Source: an optimization exercise on an open RTL-to-GDS flow (aim: small area, a short achievable clock period and few clock cycles). Production flows keep margins and buffers that such runs may drop.
Function was checked by simulation only, so behaviour that the tests miss may differ from the original.

==> inputs of branch lagoon <==
## subterranean_lwc
module subterranean_lwc
#(parameter ASYNC_RSTN = 0,
parameter G_PWIDTH = 32,
parameter G_SWIDTH = 32,
parameter G_SEGMENT_SIZE_BITS = 16,
parameter G_HASH_SIZE_WORDS = 8,
parameter G_TAG_SIZE_WORDS = 4
)
(
    input wire clk,
    input wire rst,
    input wire [(G_PWIDTH-1):0] pdi_data,
    input wire pdi_valid,
    output wire pdi_ready,
    input wire [(G_SWIDTH-1):0] sdi_data,
    input wire sdi_valid,
    output wire sdi_ready,
    output wire [(G_PWIDTH-1):0] do_data,
    output wire do_valid,
    input wire do_ready,
    output wire do_last
);
localparam P_IDLE = 4'd0,  P_NHDR = 4'd1,  P_NDAT = 4'd2,  P_AHDR = 4'd3,
           P_ADAT = 4'd4,  P_PHDR = 4'd5,  P_PDAT = 4'd6,  P_TAG  = 4'd7,
           P_THDR = 4'd8,  P_TDAT = 4'd9,  P_SQ   = 4'd10, P_STAT = 4'd11,
           P_HHDR = 4'd12, P_HDAT = 4'd13, P_INST = 4'd14;
function [31:0] bswap(input [31:0] x);
    bswap = {x[7:0], x[15:8], x[23:16], x[31:24]};
endfunction
reg [14:0] ph;          
reg [256:0] st;
reg [4:0] nr;           
reg nz;                 
reg [3:0] cnt;          
reg [15:0] len;         
reg lastw;              
reg [2:0] wsize;        
reg eot;
reg dec;
reg fail;
reg [1:0] bidx;         
reg hlast;              
reg [3:0] bsel;         
reg [3:0] mb;           
reg [3:0] mp;           
  ...
Settings: LEC_CHECK=0, ABC_CLOCK_PERIOD_IN_PS=2000, CAP_MARGIN=20, CORE_MARGIN=2, CORE_UTILIZATION=40, CTS_CLUSTER_DIAMETER=100, CTS_CLUSTER_SIZE=24, SETUP_SLACK_MARGIN=2.8, SLEW_MARGIN=20, TNS_END_PERCENT=5; clock period 5.0 ns.
standard.sh (not shown) runs the stock make flow with config.mk's settings and CLKGATE_MAP_FILE= SYNTH_SCRIPT=/design/flow/synth_recipe.tcl, a recipe that flattens the netlist after the stock synthesis.
==> flow/flow/run.sh <==
#!/bin/bash
# The standard layout, except that the port buffers are plain buffers
# (buffer_ports otherwise picks a delay cell, clkdlybuf4s50_1, for them).
set -euo pipefail
export BUFFER_PORTS_ARGS="-buffer_cell sky130_fd_sc_hd__buf_4"
bash standard.sh finish > make_finish.log 2>&1
==> branch indigo (differences from branch lagoon) <==
--- a/flow/design.v
+++ b/flow/design.v
@@ -348,14 +348,15 @@
 reg [2:0] wsize;        
 reg eot;
 reg dec;
 reg fail;
 reg [1:0] bidx;         
 reg hlast;              
 reg [3:0] bsel;         
+reg [3:0] bsel_n;
 reg [3:0] mb;           
 reg [3:0] mp;           
 reg ms;                 
 reg dsel;               
 reg kw;                 
 reg [4:0] padv;         
 reg [1:0] sph;          
@@ -369,44 +370,37 @@
 reg prdy, srdy;         
 reg m_key;              
 reg m_word;             
 reg m_hash;             
 reg m_sq;               
 reg m_t;                
 reg dfull;              
-localparam NSW = 89;
+reg [14:0] ph_n;
+reg [4:0] nr_n;
+reg [3:0] cnt_n;
+reg [15:0] len_n;
+reg lastw_n;
+reg [2:0] wsize_n;
+reg eot_n, dec_n, fail_n, kact_n, hfirst_n, nz_n, hlast_n, spend_n;
+reg [1:0] bidx_n, sph_n, kcnt_n;
+reg push;
+reg [32:0] pw;
+wire ptake = pdi_valid & prdy;
 wire stake = sdi_valid & srdy;
+wire qpush = (pdi_valid & pv) | pc;
 wire [4:0] nr_dec = nz ? 5'd0 : (nr - 5'd1);
 wire wr_ok = ~v1;
 wire pop = v0 & do_ready;
 wire [31:0] z;
 wire [31:0] y;
 wire hdr_le4 = (pdi_data[15:3] == 13'd0) && ((pdi_data[2] == 1'b0) || (pdi_data[1:0] == 2'b00));
 wire [2:0] hdr_ws = hdr_le4 ? pdi_data[2:0] : 3'd4;
 wire len_le8 = (len[15:4] == 12'd0) && ((len[3] == 1'b0) || (len[2:0] == 3'b000));
 wire [2:0] len_ws = len_le8 ? (len[2:0] ^ 3'b100) : 3'd4;
-function [NSW-1:0] nsf(input pvin);
-    reg tk, qp;
-    reg [14:0] ph_n;
-    reg [4:0] nr_n;
-    reg [3:0] cnt_n;
-    reg [15:0] len_n;
-    reg lastw_n;
-    reg [2:0] wsize_n;
-    reg eot_n, dec_n, fail_n, kact_n, hfirst_n, nz_n, hlast_n, spend_n;
-    reg [1:0] bidx_n, sph_n, kcnt_n;
-    reg [3:0] bsel_n;
-    reg v0_n, v1_n, wr_ok_n;
-    reg prdy_n, m_word_n, m_hash_n, m_sq_n, srdy_n, pv_n, pc_n, m_key_n, m_t_n, dfull_n, dsel_n, kw_n;
-    reg [2:0] dsize_n;
-    reg [3:0] mb_n, mp_n;
-    reg [4:0] padv_n;
-    begin
-    tk = pvin & prdy;
-    qp = (pvin & pv) | pc;
+always @(*) begin
     ph_n = ph;
     nr_n = nr_dec;
     nz_n = (nr[4:1] == 4'd0);
     hlast_n = hlast;
     cnt_n = cnt;
     len_n = len;
     lastw_n = lastw;
@@ -417,14 +411,16 @@
     kact_n = kact;
     hfirst_n = hfirst;
     spend_n = spend;
     bidx_n = bidx;
     bsel_n = bsel;
     sph_n = sph;
     kcnt_n = kcnt;
+    push = 1'b0;
+    pw = 33'd0;
     if (stake) begin
         case (sph)
             2'd0 : sph_n = 2'd1;
             2'd1 : begin sph_n = 2'd2; kcnt_n = 2'd0; end
             default : begin
                 kcnt_n = kcnt + 2'd1;
                 if (kcnt == 2'd3) begin
@@ -432,116 +428,127 @@
                     kact_n = 1'b0;
                     nr_n = 5'd1;
                     nz_n = 1'b0;
                 end
             end
         endcase
     end
-        if (ph[P_IDLE] & tk) begin
+        if (ph[P_IDLE] & ptake) begin
             hfirst_n = 1'b1;
             case (pdi_data[31:28])
                 4'h7 : begin
                     kact_n = 1'b1;
                     begin ph_n[P_IDLE] = 1'b0; ph_n[P_INST] = 1'b1; end
                 end
                 4'h8 : begin ph_n[P_IDLE] = 1'b0; ph_n[P_HHDR] = 1'b1; end
                 default : ;
             endcase
         end
-        if (ph[P_INST] & tk) begin
+        if (ph[P_INST] & ptake) begin
             dec_n = pdi_data[28];
             begin ph_n[P_INST] = 1'b0; ph_n[P_NHDR] = 1'b1; end
         end
-        if (ph[P_NHDR] & tk) begin
+        if (ph[P_NHDR] & ptake) begin
             cnt_n = 4'd4;
             begin ph_n[P_NHDR] = 1'b0; ph_n[P_NDAT] = 1'b1; end
         end
-        if (ph[P_NDAT] & tk) begin
+        if (ph[P_NDAT] & ptake) begin
             cnt_n = cnt - 4'd1;
             if (cnt == 4'd1) begin
                 nr_n = 5'd9;
                 nz_n = 1'b0;
                 begin ph_n[P_NDAT] = 1'b0; ph_n[P_AHDR] = 1'b1; end
             end
         end
-        if (ph[P_AHDR] & tk) begin
+        if (ph[P_AHDR] & ptake) begin
             len_n = pdi_data[15:0];
             lastw_n = hdr_le4;
             wsize_n = hdr_ws;
             eot_n = pdi_data[25];
             if (pdi_data[15:0] == 16'd0) begin
                 nr_n = nz ? 5'd1 : nr;
                 nz_n = 1'b0;
                 begin ph_n[P_AHDR] = 1'b0; ph_n[P_PHDR] = 1'b1; end
             end else
                 begin ph_n[P_AHDR] = 1'b0; ph_n[P_ADAT] = 1'b1; end
         end
-        if (ph[P_ADAT] & tk) begin
+        if (ph[P_ADAT] & ptake) begin
             len_n = len - 16'd4;
                 lastw_n = len_le8;
                 wsize_n = len_ws;
             if (lastw) begin
                 if (eot) begin
                     if (wsize == 3'd4) begin nr_n = 5'd1; nz_n = 1'b0; end
                     begin ph_n[P_ADAT] = 1'b0; ph_n[P_PHDR] = 1'b1; end
                 end else
                     begin ph_n[P_ADAT] = 1'b0; ph_n[P_AHDR] = 1'b1; end
             end
         end
-        if (ph[P_PHDR] & tk) begin
+        if (ph[P_PHDR] & ptake) begin
+            push = 1'b1;
+            pw = {1'b0, dec ? 4'h4 : 4'h5, 2'b00, pdi_data[25], dec & pdi_data[25], 8'h00, pdi_data[15:0]};
             len_n = pdi_data[15:0];
             lastw_n = hdr_le4;
             wsize_n = hdr_ws;
             eot_n = pdi_data[25];
             if (pdi_data[15:0] == 16'd0) begin
                 nr_n = nz ? 5'd9 : (nr + 5'd8);
                 nz_n = 1'b0;
                 ph_n[P_PHDR] = 1'b0;
                 if (dec) ph_n[P_THDR] = 1'b1; else ph_n[P_TAG] = 1'b1;
             end else
                 begin ph_n[P_PHDR] = 1'b0; ph_n[P_PDAT] = 1'b1; end
         end
-        if (ph[P_PDAT] & tk) begin
+        if (ph[P_PDAT] & ptake) begin
+            push = 1'b1;
+            pw = {lastw & eot, bswap(y)};
             len_n = len - 16'd4;
                 lastw_n = len_le8;
                 wsize_n = len_ws;
             if (lastw) begin
                 if (eot) begin
                     nr_n = (wsize == 3'd4) ? 5'd9 : 5'd8;
                     nz_n = 1'b0;
                     ph_n[P_PDAT] = 1'b0;
                     if (dec) ph_n[P_THDR] = 1'b1; else ph_n[P_TAG] = 1'b1;
                 end else
                     begin ph_n[P_PDAT] = 1'b0; ph_n[P_PHDR] = 1'b1; end
             end
         end
         if (ph[P_TAG] & wr_ok) begin
+            push = 1'b1;
+            pw = {1'b0, 32'h83000010};
             cnt_n = 4'd4;
             begin ph_n[P_TAG] = 1'b0; ph_n[P_SQ] = 1'b1; end
         end
-        if (ph[P_THDR] & tk) begin
+        if (ph[P_THDR] & ptake) begin
             cnt_n = 4'd4;
             begin ph_n[P_THDR] = 1'b0; ph_n[P_TDAT] = 1'b1; end
         end
-        if (ph[P_TDAT] & tk) begin
+        if (ph[P_TDAT] & ptake) begin
             if ((bswap(pdi_data) != z) && (cnt != 4'd1)) fail_n = 1'b1;
             cnt_n = cnt - 4'd1;
             if (cnt == 4'd1) begin ph_n[P_TDAT] = 1'b0; ph_n[P_IDLE] = 1'b1; spend_n = 1'b1; end
         end
         if (ph[P_SQ] & m_sq) begin
+            push = 1'b1;
+            pw = {cnt == 4'd1, bswap(z)};
             cnt_n = cnt - 4'd1;
             if (cnt == 4'd1) begin ph_n[P_SQ] = 1'b0; ph_n[P_IDLE] = 1'b1; spend_n = 1'b1; end
         end
         if (spend & wr_ok) begin
+            pw = {1'b1, fail ? 4'hF : 4'hE, 28'd0};
             spend_n = 1'b0;
             fail_n = 1'b0;
         end
-        if (ph[P_HHDR] & tk) begin
+        if (ph[P_HHDR] & ptake) begin
             hfirst_n = 1'b0;
             if (hfirst) begin
+                push = 1'b1;
+                pw = {1'b0, 4'h9, 4'h3, 8'h00, 16'd32};
             end
             len_n = pdi_data[15:0];
             lastw_n = hdr_le4;
             wsize_n = hdr_ws;
             eot_n = pdi_data[25];
             bidx_n = 2'd0;
             bsel_n = 4'b0001;
@@ -550,21 +557,21 @@
                 nr_n = nz ? 5'd10 : (nr + 5'd9);
                 nz_n = 1'b0;
                 cnt_n = 4'd8;
                 begin ph_n[P_HHDR] = 1'b0; ph_n[P_SQ] = 1'b1; end
             end else
                 begin ph_n[P_HHDR] = 1'b0; ph_n[P_HDAT] = 1'b1; end
         end
-        if (ph[P_HDAT] & pvin & m_hash) begin
+        if (ph[P_HDAT] & pdi_valid & m_hash) begin
             nr_n = 5'd1;
             nz_n = 1'b0;
             bidx_n = bidx + 2'd1;
             bsel_n = {bsel[2:0], bsel[3]};
             hlast_n = ((bidx + 3'd2) == wsize);
-            if (tk) begin
+            if (ptake) begin
                 bidx_n = 2'd0;
                 bsel_n = 4'b0001;
                 hlast_n = (len == 16'd5);
                 len_n = len - 16'd4;
                 lastw_n = len_le8;
                 wsize_n = len_ws;
                 if (lastw) begin
@@ -574,98 +581,68 @@
                         cnt_n = 4'd8;
                         begin ph_n[P_HDAT] = 1'b0; ph_n[P_SQ] = 1'b1; end
                     end else
                         begin ph_n[P_HDAT] = 1'b0; ph_n[P_HHDR] = 1'b1; end
                 end
             end
         end
+end
+reg v0_n, v1_n;
+always @(*) begin
     v0_n = v0;
     v1_n = v1;
     if (v1) begin
         if (pop) v1_n = 1'b0;
-    end else if (qp) begin
+    end else if (qpush) begin
         if (v0 & ~pop) v1_n = 1'b1;
         else v0_n = 1'b1;
     end else if (pop) begin
         v0_n = 1'b0;
     end
-wr_ok_n = ~v1_n;
+end
+wire wr_ok_n = ~v1_n;
+reg prdy_n, m_word_n, m_hash_n, m_sq_n;
+always @(*) begin
     prdy_n = 1'b0;
     m_word_n = 1'b0;
     m_hash_n = 1'b0;
     m_sq_n = 1'b0;
     prdy_n = ph_n[P_IDLE] | ph_n[P_INST] | ph_n[P_NHDR] | ph_n[P_AHDR] | ph_n[P_THDR]
            | ((ph_n[P_HHDR] | ph_n[P_PHDR]) & wr_ok_n & ~spend_n)
            | (ph_n[P_NDAT] & ~kact_n & nz_n)
            | ((ph_n[P_ADAT] | ph_n[P_TDAT]) & nz_n)
            | (ph_n[P_PDAT] & nz_n & wr_ok_n)
            | (ph_n[P_HDAT] & nz_n & hlast_n);
     m_word_n = ((ph_n[P_NDAT] & ~kact_n) | ph_n[P_ADAT] | (ph_n[P_PDAT] & wr_ok_n)) & nz_n;
     m_hash_n = ph_n[P_HDAT] & nz_n;
     m_sq_n = ph_n[P_SQ] & nz_n & wr_ok_n;
-srdy_n = (sph_n != 2'd2) | (kact_n & nz_n);
-pv_n = prdy_n & (ph_n[P_PHDR] | ph_n[P_PDAT] | (ph_n[P_HHDR] & hfirst_n));
-pc_n = m_sq_n | ((ph_n[P_TAG] | spend_n) & wr_ok_n);
-m_key_n = (sph_n == 2'd2) & kact_n & nz_n;
-m_t_n = ph_n[P_TDAT] & nz_n;
-dfull_n = m_key_n | ph_n[P_NDAT] | ph_n[P_TDAT];
-dsize_n = dfull_n ? 3'd4 : wsize_n;
-mb_n = {dsize_n == 3'd4, dsize_n >= 3'd3, dsize_n >= 3'd2, dsize_n >= 3'd1};
-mp_n = m_key_n ? 4'b0000 : mb_n;
+end
+wire srdy_n = (sph_n != 2'd2) | (kact_n & nz_n);
+wire pv_n = prdy_n & (ph_n[P_PHDR] | ph_n[P_PDAT] | (ph_n[P_HHDR] & hfirst_n));
+wire pc_n = m_sq_n | ((ph_n[P_TAG] | spend_n) & wr_ok_n);
+wire m_key_n = (sph_n == 2'd2) & kact_n & nz_n;
+wire m_t_n = ph_n[P_TDAT] & nz_n;
+wire dfull_n = m_key_n | ph_n[P_NDAT] | ph_n[P_TDAT];
+wire [2:0] dsize_n = dfull_n ? 3'd4 : wsize_n;
+wire [3:0] mb_n = {dsize_n == 3'd4, dsize_n >= 3'd3, dsize_n >= 3'd2, dsize_n >= 3'd1};
+wire [3:0] mp_n = m_key_n ? 4'b0000 : mb_n;
+reg [4:0] padv_n;
+always @(*) begin
     if (m_key_n | m_word_n) begin
         case (dsize_n)
             3'd0 : padv_n = 5'b00001;
             3'd1 : padv_n = 5'b00010;
             3'd2 : padv_n = 5'b00100;
             3'd3 : padv_n = 5'b01000;
             default : padv_n = 5'b10000;
         endcase
     end else if (m_hash_n)
         padv_n = 5'b00010;
     else
         padv_n = 5'b00001;
-    dsel_n = dec_n & ph_n[P_PDAT];
-    kw_n = m_key_n | m_word_n;
-    nsf = {ph_n, nr_n, nz_n, cnt_n, len_n, lastw_n, wsize_n, eot_n, dec_n, fail_n, kact_n, hfirst_n, spend_n, hlast_n, bidx_n, bsel_n, sph_n, kcnt_n, v0_n, v1_n, prdy_n, srdy_n, m_key_n, m_word_n, m_hash_n, m_sq_n, pv_n, pc_n, m_t_n, dfull_n, mb_n, mp_n, dsel_n, kw_n, padv_n};
-    end
-endfunction
-wire [NSW-1:0] ns1 = nsf(1'b1);
-wire [NSW-1:0] ns0 = nsf(1'b0);
-wire [NSW-1:0] ns = pdi_valid ? ns1 : ns0;
-wire [14:0] ph_n;
-wire [4:0] nr_n;
-wire [3:0] cnt_n;
-wire [15:0] len_n;
-wire lastw_n;
-wire [2:0] wsize_n;
-wire eot_n, dec_n, fail_n, kact_n, hfirst_n, nz_n, hlast_n, spend_n;
-wire [1:0] bidx_n, sph_n, kcnt_n;
-wire [3:0] bsel_n;
-wire v0_n, v1_n;
-wire prdy_n, m_word_n, m_hash_n, m_sq_n, srdy_n, pv_n, pc_n, m_key_n, m_t_n, dfull_n, dsel_n, kw_n;
-wire [3:0] mb_n, mp_n;
-wire [4:0] padv_n;
-assign {ph_n, nr_n, nz_n, cnt_n, len_n, lastw_n, wsize_n, eot_n, dec_n, fail_n, kact_n, hfirst_n, spend_n, hlast_n, bidx_n, bsel_n, sph_n, kcnt_n, v0_n, v1_n, prdy_n, srdy_n, m_key_n, m_word_n, m_hash_n, m_sq_n, pv_n, pc_n, m_t_n, dfull_n, mb_n, mp_n, dsel_n, kw_n, padv_n} = ns;
-wire ptake = pdi_valid & prdy;
-wire qpush = (pdi_valid & pv) | pc;
-reg [32:0] pw;
-always @(*) begin
-    pw = 33'd0;
-    if (spend)
-        pw = {1'b1, fail ? 4'hF : 4'hE, 28'd0};
-    else if (ph[P_PHDR])
-        pw = {1'b0, dec ? 4'h4 : 4'h5, 2'b00, pdi_data[25], dec & pdi_data[25], 8'h00, pdi_data[15:0]};
-    else if (ph[P_PDAT])
-        pw = {lastw & eot, bswap(y)};
-    else if (ph[P_TAG])
-        pw = {1'b0, 32'h83000010};
-    else if (ph[P_SQ])
-        pw = {cnt == 4'd1, bswap(z)};
-    else if (ph[P_HHDR])
-        pw = {1'b0, 4'h9, 4'h3, 8'h00, 16'd32};
 end
 always @(posedge clk) begin
     if (rst) begin
         ph <= 15'd1 << P_IDLE;
         nr <= 5'd0;
         nz <= 1'b1;
         sph <= 2'd0;
@@ -714,16 +691,16 @@
     eot <= eot_n;
     dec <= dec_n;
     bidx <= bidx_n;
     bsel <= bsel_n;
     mb <= mb_n;
     mp <= mp_n;
     ms <= m_key_n;
-    dsel <= dsel_n;
-    kw <= kw_n;
+    dsel <= dec_n & ph_n[P_PDAT];
+    kw <= m_key_n | m_word_n;
     padv <= padv_n;
     hlast <= hlast_n;
     kcnt <= kcnt_n;
     hfirst <= hfirst_n;
 end
 always @(posedge clk) begin
     if (v1) begin
==> flow/config.mk (replaced) <==
export PLATFORM = sky130hd
export DESIGN_NAME = subterranean_lwc
export DESIGN_NICKNAME = subterranean_lwc
export VERILOG_FILES = /design/flow/design.v
export SDC_FILE = /design/flow/constraint.sdc
export NUM_CORES = 4
export LEC_CHECK = 0
export ABC_CLOCK_PERIOD_IN_PS = 2500
export CAP_MARGIN = 20
export CORE_MARGIN = 2
export CORE_UTILIZATION = 40
export CTS_CLUSTER_DIAMETER = 100
export CTS_CLUSTER_SIZE = 24
export SETUP_SLACK_MARGIN = 2.4
export SLEW_MARGIN = 20
export TNS_END_PERCENT = 5
==> results.txt <==
- Against branch indigo, the setup slack of branch lagoon is better by 0.21 ns.
- In critical path depth, branch lagoon and branch indigo do not differ.
- In branch lagoon the register-to-register slack is better than in branch indigo, by 0.21 ns.
- Branch indigo completed with no timing, DRC or antenna violations. Branch lagoon passed the timing, DRC and antenna checks.
- Between branch indigo and branch lagoon, the lower synthesized cell count is in branch indigo (gap about 2.8%, measured against branch lagoon).
- Against branch lagoon, the core utilization of branch indigo is lower by 1.4 points.
- Of branch lagoon and branch indigo, branch lagoon has the higher global-route usage (gap 0.39 points).
==> figures <==
|  | branch lagoon | branch indigo |
|---|---|---|
| N_taps | 940 | 873 |
| Post-CTS setup-driven buffer insertion count | 39 | 3 |
| Instance count of the mapped netlist | 3230 | 3139 |
| Area of the core | 0.0698 sq mm | 0.0672 sq mm |
| Share of the clock period used by the worst path after layout | 51.2% | 55.4% |
| Seq. cell area | 0.00930 sq mm | 0.00901 sq mm |
| Initial Util | 40.3% | 40.4% |
| Status | no timing/DRC/antenna violations | no timing/DRC/antenna violations |
| Simple-gate area share of the yosys netlist | 17.6% | 17.6% |
| Post-synthesis share of cell area spent on full adders, half adders and majority gates | 0.400% | 0.415% |
| Capturing instance or port of the critical path | o0[7] | st[1] |
| Ratio of layout area to synthesized area | 1.129x | 1.091x |
| Inverter count of the layout excluding clock inverters | 29 | 16 |
Testbench counts of branch lagoon, summed over its fixed seeds: cycles 13,309.
Testbench counts of branch indigo, summed over its fixed seeds: cycles 13,309.

## what the ideal ports hide
The flow's constraints put no driver on any port. The routed layouts listed below were extracted and timed again, unchanged, in two steps. Step 1, drivers: a clkbuf_16 drives clk and a buf_2 each remaining input, both assumed. Step 2 also shifts input and output timing later by t, the mid clock arrival at the registers, as if the neighbouring blocks saw the same clock. a / b / c = ideal / step 1 / step 2; a / b = the first two.
run	t, ns	slack for setup (ns)	slew at the worst register clock pin (ns)
branch lagoon	0.645	2.440 / 2.440 / 1.925	0.11 / 0.11
branch indigo	0.639	2.229 / 2.229 / 1.729	0.11 / 0.11
After both steps every run listed still meets setup and hold. The setup slack of branch lagoon, which loses most, moves by 0.000 ns with the drivers and by -0.515 ns with both steps.
